From an optimization exercise on the open Yosys and OpenROAD flow, aimed at small area; shortcuts taken in it are not production practice. Function not checked in this run: the RTL went through the layout flow alone. Power figures rest on the tool's default switching activity, not on a simulated workload.

`flow/config.mk`:
```
export PLATFORM = sky130hd
export DESIGN_NAME = processing_fsm
export DESIGN_NICKNAME = processing_fsm
export VERILOG_FILES = /design/flow/design.v
export SDC_FILE = /design/flow/constraint.sdc
export NUM_CORES = 4
export LEC_CHECK = 0
export CAP_MARGIN = 0
export CORE_MARGIN = 2
export CORE_UTILIZATION = 70
export GPL_TIMING_DRIVEN = 0
export SLEW_MARGIN = 0
```
`flow/constraint.sdc`:
```
create_clock -name core_clock -period 7.0 [get_ports {clock}]
set_input_delay 1.4000 -clock core_clock [delete_from_list [all_inputs] [get_ports {clock}]]
set_output_delay 1.4000 -clock core_clock [all_outputs]
set_load 0.01 [all_outputs]
```
`flow/design.v`:
```
module processing_fsm(clock, reset, start_signal, size, done,
                            buf_0_write_en, buf_1_write_en, error_buf_write_en,
                            buf_0_w_data, buf_1_w_data, error_mem_w_data,
                            buf_0_r_data, buf_1_r_data, error_mem_r_data,
                            buf_0_addr, buf_1_addr, error_mem_addr, buf_sel);
    input clock;
    input reset;
    input start_signal;
    input size;
    output reg done;
    output buf_0_write_en;
    output buf_1_write_en;
    output error_buf_write_en;
    output reg [7:0] buf_0_w_data;
    output reg [7:0] buf_1_w_data;
    output [15:0] error_mem_w_data;
    input  [7:0] buf_0_r_data;
    input  [7:0] buf_1_r_data;
    input  [15:0] error_mem_r_data;
    output reg [15:0] buf_0_addr;
    output reg [15:0] buf_1_addr;
    output [15:0] error_mem_addr;
    output reg buf_sel;
    assign error_buf_write_en = 1'b0;
    assign error_mem_w_data = 16'b0;
    localparam [4:0]
        WAIT   = 5'd0,
        LMID   = 5'd1,
        LBTM1  = 5'd2,    
        LBTM   = 5'd3,    
        CHECK  = 5'd4,
        CHECKN = 5'd5,    
        DONE   = 5'd6,
        NW     = 5'd8,
        N      = 5'd9,
        NE     = 5'd10,
        W      = 5'd11,
        E      = 5'd12,
        SW     = 5'd13,
        S      = 5'd14,
        SE     = 5'd15,
        MW1    = 5'd16,
        MW2    = 5'd17,
        MW3    = 5'd18,
        SUM    = 5'd19,
        WR     = 5'd20;
    reg [4:0] state;
    reg [7:0] ema;
    assign error_mem_addr = {8'b0, ema};
    reg [5:0] pixel_count;
    reg [3:0] packet_count;
    reg       size_r;          
    reg wr;                    
    assign buf_0_write_en = wr & ~buf_sel;
    assign buf_1_write_en = wr & buf_sel;
    reg [15:0] eb0, eb1, eb2;
    reg [1:0]  ptr;
    reg [2:0]  fp;             
    reg [10:0] acc;
    wire s_check  = (state == CHECK) || (state == CHECKN);
    wire s_nw = (state == NW), s_n = (state == N), s_ne = (state == NE);
    wire s_w  = (state == W),  s_e = (state == E), s_sw = (state == SW);
    wire s_s  = (state == S),  s_se = (state == SE);
    wire s_top  = s_nw | s_n | s_ne;
    wire s_addr = state[4:3] == 2'b01;
    reg       s_data;
    reg [2:0] di;                                    
    always @(*) begin
        s_data = 1'b1;
        case (state)
            W:   di = 3'd0;
            E:   di = 3'd1;
            SW:  di = 3'd2;
            S:   di = 3'd3;
            SE:  di = 3'd4;
            MW1: di = 3'd5;
            MW2: di = 3'd6;
            MW3: di = 3'd7;
            default: begin di = 3'd0; s_data = 1'b0; end
        endcase
    end
    wire pix0    = (pixel_count == 6'd0);
    wire pix_r   = size_r ? (pixel_count == 6'd31) : (pixel_count == 6'd15);
    wire pkt_r   = size_r ? (packet_count == 4'd7) : (packet_count == 4'd15);
    wire at_top  = (ema == 8'd1);
    wire at_bot  = (ema == 8'd240);
    wire at_left = pix0 && (packet_count == 4'd0);
    wire at_right = pix_r && pkt_r;
    wire off_w   = pix0;
    wire off_e   = !pix0 && pix_r;
    reg [1:0] phys;
    always @(*) begin
        case ({s_check, s_top})
            2'b10, 2'b11: phys = (ptr == 2'd0) ? 2'd1 : (ptr == 2'd1) ? 2'd2 : 2'd0;
            2'b01:        phys = ptr;
            default:      phys = (ptr == 2'd0) ? 2'd2 : (ptr == 2'd1) ? 2'd0 : 2'd1;
        endcase
    end
    wire [15:0] word = (phys == 2'd0) ? eb0 : (phys == 2'd1) ? eb1 : eb2;
    wire dec = (s_nw | s_ne | s_sw) & off_w;
    wire inc = s_se & off_e;
    wire [3:0] pidx = packet_count + {dec, dec, dec, dec | inc};
    wire oob = (dec && packet_count == 4'd0) || (inc && packet_count == 4'd15);
    wire ebit = !oob && word[~pidx];
    wire err_mid = ebit;
    wire f = buf_sel ^ (s_w | s_e | (ebit & !(s_top & at_top)));
    wire dxm = s_nw | s_w | s_sw;
    wire dxp = s_ne | s_e | s_se;
    wire dym = s_top;
    wire dyp = s_sw | s_s | s_se;
    wire [7:0] u   = {2'b0, pixel_count} + {{7{dxm}}, dxm | dxp};    
    wire [10:0] t  = {{3{u[7]}}, u} +
                     (size_r ? {1'b0, packet_count, 5'b0} : {2'b0, packet_count, 4'b0});
    wire [2:0] dya  = dym ? 3'b110 : dyp ? 3'b000 : 3'b111;
    wire [2:0] c3   = t[10:8] + dya;
    wire [7:0] hi   = ema + {{5{c3[2]}}, c3};
    wire [15:0] nbr = {hi, t[7:0]};
    wire [7:0] pix = fp[2] ? buf_1_r_data : buf_0_r_data;
    reg [1:0] wt;
    always @(*) begin
        if (at_top && at_left)       case (di) 4: wt = 3; 6: wt = 3; 7: wt = 2; default: wt = 0; endcase
        else if (at_top && at_right) case (di) 3: wt = 3; 5: wt = 2; 6: wt = 3; default: wt = 0; endcase
        else if (at_top)             case (di) 3: wt = 2; 4: wt = 2; 5: wt = 1; 6: wt = 2; 7: wt = 1; default: wt = 0; endcase
        else if (at_bot && at_left)  case (di) 1: wt = 3; 2: wt = 2; 4: wt = 3; default: wt = 0; endcase
        else if (at_bot && at_right) case (di) 0: wt = 2; 1: wt = 3; 3: wt = 3; default: wt = 0; endcase
        else if (at_left)            case (di) 1: wt = 2; 2: wt = 1; 4: wt = 2; 6: wt = 2; 7: wt = 1; default: wt = 0; endcase
        else if (at_right)           case (di) 0: wt = 1; 1: wt = 2; 3: wt = 2; 5: wt = 1; 6: wt = 2; default: wt = 0; endcase
        else if (at_bot)             case (di) 0: wt = 1; 1: wt = 2; 2: wt = 1; 3: wt = 2; 4: wt = 2; default: wt = 0; endcase
        else                         wt = 1;
        if (!s_data) wt = 0;
    end
    wire [10:0] acc_in = s_w ? 11'd0 : acc;
    always @(posedge clock) begin
        acc <= acc_in + (wt[1] ? {2'b0, pix, 1'b0} : 11'd0) + (wt[0] ? {3'b0, pix} : 11'd0);
        fp  <= {fp[1:0], f};
    end
    wire pix_last  = size ? (pixel_count == 6'd31) : (pixel_count == 6'd15);
    wire pkt_last  = size ? (packet_count == 4'd7) : (packet_count == 4'd15);
    wire line_last = (ema == 8'd240);    
    wire next_pkt  = s_check ? !err_mid : pix_last;
    always @(posedge clock) begin
        if (state == WAIT || state == DONE) begin
            pixel_count <= 0;
            packet_count <= 0;
        end else if (s_check || state == WR) begin
            if (next_pkt) begin
                pixel_count <= 0;
                packet_count <= pkt_last ? 4'd0 : packet_count + 4'd1;
            end else if (state == WR)
                pixel_count <= pixel_count + 6'd1;
        end
        if (s_check) size_r <= size;
    end
    always @(posedge clock) begin
        if (state == WAIT) begin
            ptr <= 2'd0;
            eb1 <= error_mem_r_data;
        end else if (s_check) begin
            case (ptr)
                2'd0: eb2 <= error_mem_r_data;
                2'd1: eb0 <= error_mem_r_data;
                default: eb1 <= error_mem_r_data;
            endcase
        end else if (state == LBTM) begin
            ptr <= {ptr == 2'd1, ptr == 2'd0};
        end
    end
    always @(posedge clock, negedge reset) begin
        if (!reset) begin
            state <= WAIT;
            done <= 1'b0;
            buf_sel <= 1'b0;
            wr <= 1'b0;
            buf_0_w_data <= 8'd0;
            buf_1_w_data <= 8'd0;
            buf_0_addr <= 16'd0;
            buf_1_addr <= 16'd0;
            ema <= 8'd0;
        end else begin
            done <= (state == DONE);
            wr <= (state == WR);
            if (state == DONE) buf_sel <= ~buf_sel;
            if (state == WR) begin
                if (buf_sel) buf_1_w_data <= acc[10:3];
                else         buf_0_w_data <= acc[10:3];
            end
            if (s_addr) begin
                if (f) begin
                    buf_1_addr <= nbr;
                    if (s_e) buf_0_addr <= buf_1_addr;
                end else
                    buf_0_addr <= nbr;
            end
            case (state)
                WAIT:   ema <= {7'b0, start_signal};
                LMID:   ema <= 8'd1;
                CHECKN: ema <= ema + 8'd1;
                default: ;
            endcase
            case (state)
                WAIT:   state <= start_signal ? LMID : WAIT;
                LMID:   state <= LBTM1;
                LBTM1:  state <= CHECK;
                LBTM:   state <= CHECKN;
                DONE:   state <= WAIT;
                CHECK, CHECKN, WR: begin
                    if (s_check && err_mid) state <= NW;
                    else if (!next_pkt || !pkt_last) state <= CHECK;
                    else if (line_last) state <= DONE;
                    else state <= LBTM;
                end
                NW:  state <= N;
                N:   state <= NE;
                NE:  state <= W;
                W:   state <= E;
                E:   state <= SW;
                SW:  state <= S;
                S:   state <= SE;
                SE:  state <= MW1;
                MW1: state <= MW2;
                MW2: state <= MW3;
                MW3: state <= SUM;
                SUM: state <= WR;
                default: state <= WAIT;
            endcase
        end
    end
endmodule
```
`flow/flow/run.sh`:
```
#!/bin/bash
# Standard ORFS layout, with every port buffered by the smallest buffer,
# Yosys/ABC's buffers removed before placement, one tie cell, and a clock
# tree without dummy loads.
set -euo pipefail
export BUFFER_PORTS_ARGS="-buffer_cell sky130_fd_sc_hd__buf_1"
export REMOVE_ABC_BUFFERS=1
export SKIP_REPAIR_TIE_FANOUT=1
export CTS_ARGS="-sink_clustering_enable -repair_clock_nets -dont_use_dummy_load -buf_list sky130_fd_sc_hd__clkbuf_8 -sink_clustering_size 20"
bash standard.sh > standard.log 2>&1
```
`flow/standard.sh`:
```
#!/bin/bash
# synth_recipe.tcl (not shown) runs the flow's synth.tcl, then flattens the netlist and writes it again
# the make line also repeats each setting of config.mk as NAME=value (left out here)
make -C /OpenROAD-flow-scripts/flow DESIGN_CONFIG=/design/flow/config.mk WORK_HOME=/design/flow/orfs CLKGATE_MAP_FILE= SYNTH_SCRIPT=/design/flow/synth_recipe.tcl "${@:-finish}"
```
==> summary.md <==
| Metric | Value |
|---|---|
| Setup Viol. Count Final | `0` |
| Unique masters post-synth | `87` |
| Fill count | `859` |
| CP top delay family | `adder cells` |
| Placement Setup Slack | `-0.511 ns` |
| Final hold vios | `0` |
| Synth warn | `1` |
| Minimum clock period | `between 6 and 7 ns` |
| Via density | `6.25` |
| Vias in the first global route | `6,689` |
| Number of synthesized flops with an enable pin | `between 40 and 50` |
| # rows | `40` |
| Hold crit path type | `reg -> reg` |
| Setup ws final | `0.646 ns` |
| Crit start category | `register` |
| Drt pass-1 iters | `5` |
| Ys async rst share | `0.460` |
| Die width | `116 um` |
| Starting Density | `0.725` |
| # DRC | `0` |
| Slew Viols, Final | `0` |
| Yosys top cell by area | `dfrtp_1` |
| Area after DPL | `between 0.009 and 0.01 mm^2` |
| Post-layout util | `0.769` |
| Initial antenna violation count | `0` |
| Antenna fix cells | `0` |
| Status | `no timing/DRC/antenna violations` |
| Slew @ Worst Pin | `~1.2 ns` |
| DR WL/cell | `18.3 um` |
| Critical Path AT | `6.66 ns` |
| Post-CTS Hold Fix Bufs | `0` |
| RSZ-0062 raised after global routing | `false` |
| Final instance area | `0.00935 mm^2` |
| # nets final | `~1.0k` |
| Die H | `116 um` |
| CP max-delay cell | `fa_1` |
| Crit-path max cell delay | `0.53 ns` |
| Final GP Congestion | `0.964` |
| #FFs+latches synth | `139` |
| Post-DP HPWL | `14.7 mm` |
| Req. time, crit path | `7.31 ns` |
| Total CTS buffers | `17` |
| Top Ports | `~120` |
| Post-CTS sizing | `2` |
| Pwr Density | `400 mW/mm^2` |
| Fmax | `157 MHz` |
| Root Buffer | `clkbuf_8` |
| Worst rel slew slack | `0.215` |
| Multi-input logic area | `0.00471 mm^2` |
| # Max-Cap Violations | `0` |
| Tcrit/Tclk final | `0.908` |
| Crit. End Element | `register` |
| Final Hold Slack | `0.315 ns` |
| Register area share after synthesis | `0.408` |
| Cell Chain, Critical Path | `inv_1 -> ha_2 -> nor3_1 -> a211oi_4 -> inv_1 -> fa_1 -> inv_1 -> ha_1 -> nor2b_1 -> o21a_1 -> o41ai_2 -> xnor2_1 -> ha_1 -> fa_1 -> xor2_1 -> xnor2_2 -> ha_1 -> a21oi_1 -> o21bai_1 -> a21oi_1 -> o21ai_0 -> xor2_1 -> xnor2_1 -> mux2i_1` |
| Congestion Overflow GR | `0` |
| Drt total wl | `20.1 mm` |
| Most frequent cell after synthesis | `nand2_1` |
| Gr usage total | `0.315` |
| Commonest cells in the netlist | `nand2_1 (72), dfrtp_1 (64), o21ai_0 (60), inv_1 (53), nor2_1 (53)` |
| Sink Count | `139` |
| CTS H-tree depth | `4` |
| Largest net degree at the start of global routing | `34` |
| Die ar. | `between 0.01 and 0.015 mm^2` |
| Post-CTS Setup Inserts | `0` |
| Peak VDD IR | `about 250 uV` |
| Synth Flop Type | `dfrtp_1` |
| DRT antenna net count | `0` |
| Crit path kind | `reg -> reg` |
| Mapped Area | `0.00882 mm^2` |
| Top-area cell type share of the netlist area | `0.182` |
| Buffers & Inverters on Critical Path | `3` |
| Clock-pin slew on the worst setup and hold paths | `0.07 ns` |
| First-pass GRT wire length | `32.9 mm` |
| FF+latch area | `between 0.003 and 0.004 mm^2` |
| Area Growth Syn to Fin | `6.05%` |
| Starting DRC count in detailed routing | `~600` |
| IO Port Bufs | `95` |
| Static Leak | `0.00396 uW` |
| Syn Inst Count | `approximately 880` |
| DR vias | `roughly 6.9k` |
| Share of layout cells above drive strength 1 | `0.0926` |
| Core Region | `0.0122 mm^2` |
| Skew final | `0.0245 ns` |
| Synth Area per Inst | `10.1 um^2` |
| CTS tree | `built` |
| Clock Tree Buf Depth | `2` |
| Clock latency (worst-skew pair) | `0.46 ns` |
| Largest cells by area after synthesis | `dfrtp_1 (18%), edfxtp_1 (17%), ha_1 (7.1%), dfxtp_1 (5.9%), mux2_2 (3.4%)` |
| Final total power | `3740 uW` |
| Crit Path Max Fanout | `20` |
-- state kept, by name (all words and copies together) (netlist names) --
signal / count
ptr: 2
buf_0_addr: 16
pixel_count: 6
packet_count: 4
wr: 1
eb2: 16
buf_sel: 1
buf_1_w_data: 8
fp: 3
buf_0_w_data: 8
buf_1_addr: 16
eb0: 16
size_r: 1
acc: 11
ema: 8
eb1: 16
state: 5
done: 1
-- cell type report --
cell class,instances,area share
timing repair buffer,99,0.0432
multi-input combinational,620,0.503
tap,168,0.0225
clock buffer,17,0.0250
inverter,54,0.0217
sequential,139,0.384
-- routing by layer --
layer	vias up	global-route usage	routed length, um
li1	3214	-	-
met1	3293	0.407	8350
met2	309	0.526	9750
met3	45	0.0659	1420
met4	0	0.117	570
met5	-	0	0
-- worst register-to-register path, cell delays in order, from the launching register on --
cell and delay (ns):
dfrtp_1 0.44, inv_1 0.12, ha_2 0.42, nor3_1 0.15, a211oi_4 0.47, inv_1 0.18
fa_1 0.53, inv_1 0.04, ha_1 0.32, nor2b_1 0.14, o21a_1 0.20, o41ai_2 0.41
xnor2_1 0.12, ha_1 0.21, fa_1 0.37, xor2_1 0.19, xnor2_2 0.35, ha_1 0.35
a21oi_1 0.22, o21bai_1 0.10, a21oi_1 0.25, o21ai_0 0.15, xor2_1 0.18, xnor2_1 0.20
mux2i_1 0.11
-- placed cells by master (no fill, tap or decap), drive strengths merged, types with 9 or more instances in the layout --
| cell | count |
|---|---|
| xor2 | 20 |
| dfxtp | 26 |
| a21oi | 42 |
| dfrtp | 64 |
| o21ai | 62 |
| ha | 50 |
| nand3 | 26 |
| nor2b | 9 |
| nand2 | 74 |
| xnor2 | 22 |
| fa | 14 |
| inv | 54 |
| nand2b | 15 |
| edfxtp | 49 |
| clkbuf | 17 |
| nor2 | 53 |
| mux2i | 26 |
| mux2 | 34 |
| o211ai | 14 |
| a211oi | 9 |
| buf | 99 |
| a21o | 9 |
| and2 | 17 |
| nor3 | 13 |
-- power breakdown --
part | switching, uW | internal [uW] | total [uW] | leakage [uW]
logic | 1220 | 762 | 1980 | 0.00233
registers | 184 | 1090 | 1270 | 0.00151
clock network | 268 | 213 | 482 | 0.000122
total | 1670 | 2070 | 3740 | 0.00396
-- stage by stage --
stage	TNS [ns]	instances
floorplan	0	813
detailed placement	-2.07	1079
global placement	-0.535	1076
CTS	0	1096
finish	0	1097
global route	0	1097
-- logic make-up (layout without fill, tap and decap cells) --
family / count (synthesis) / count (layout) / synth area share
other: 1 / 1 / 0.000425
muxes: 66 / 66 / 0.0897
DFF: 139 / 139 / 0.408
AOI/OAI and AO/OA: 201 / 201 / 0.154
and+or+nand+nor: 246 / 246 / 0.140
xor gates and xnor gates: 42 / 42 / 0.0417
buffers and inverters: 116 / 170 / 0.0636
adders and majority gates: 64 / 64 / 0.103
-- final timing paths --
check | endpoint | from | slack, ns | cells past startpoint
max reg2reg | buf_1_addr[15] | state[0] | 0.65 | 24
max | buf_1_addr[15] | state[0] | 0.65 | 24
max in group asynchronous | state[1] | reset | 5.35 | 2
min | fp[1] | fp[0] | 0.31 | 0
min reg2reg | fp[1] | fp[0] | 0.31 | 0
min in group asynchronous | buf_1_addr[13] | reset | 1.01 | 1

-- afterwards: timing with drivers on the ports --
The results above use ideal ports. As a check the final layout listed here was re-extracted and re-timed, cells and wires unchanged. Step 1: set_driving_cell puts a clkbuf_16 on clock and a buf_2 on each other input, an assumption about the parent block. Step 2 adds t to the input delays and takes it off the output delays; t is the mean of the earliest and latest rising clock arrival at the registers after step 1. Input paths then give back, and output paths get back, about the clock's delay inside the block. Slacks: ideal / step 1 / step 2; pairs: ideal / step 1.
t (ns): 0.490
slack for setup (ns): 0.646 / 0.646 / 0.646
worst setup path at the end: register to register
latest minus earliest clock arrival (ns): 0.024 / 0.025
worst register clock-pin slew, ns: 0.08 / 0.08
After both steps this run still meets setup and hold. The setup slack of this run moves by 0.000 ns with the drivers and by 0.000 ns with both steps.
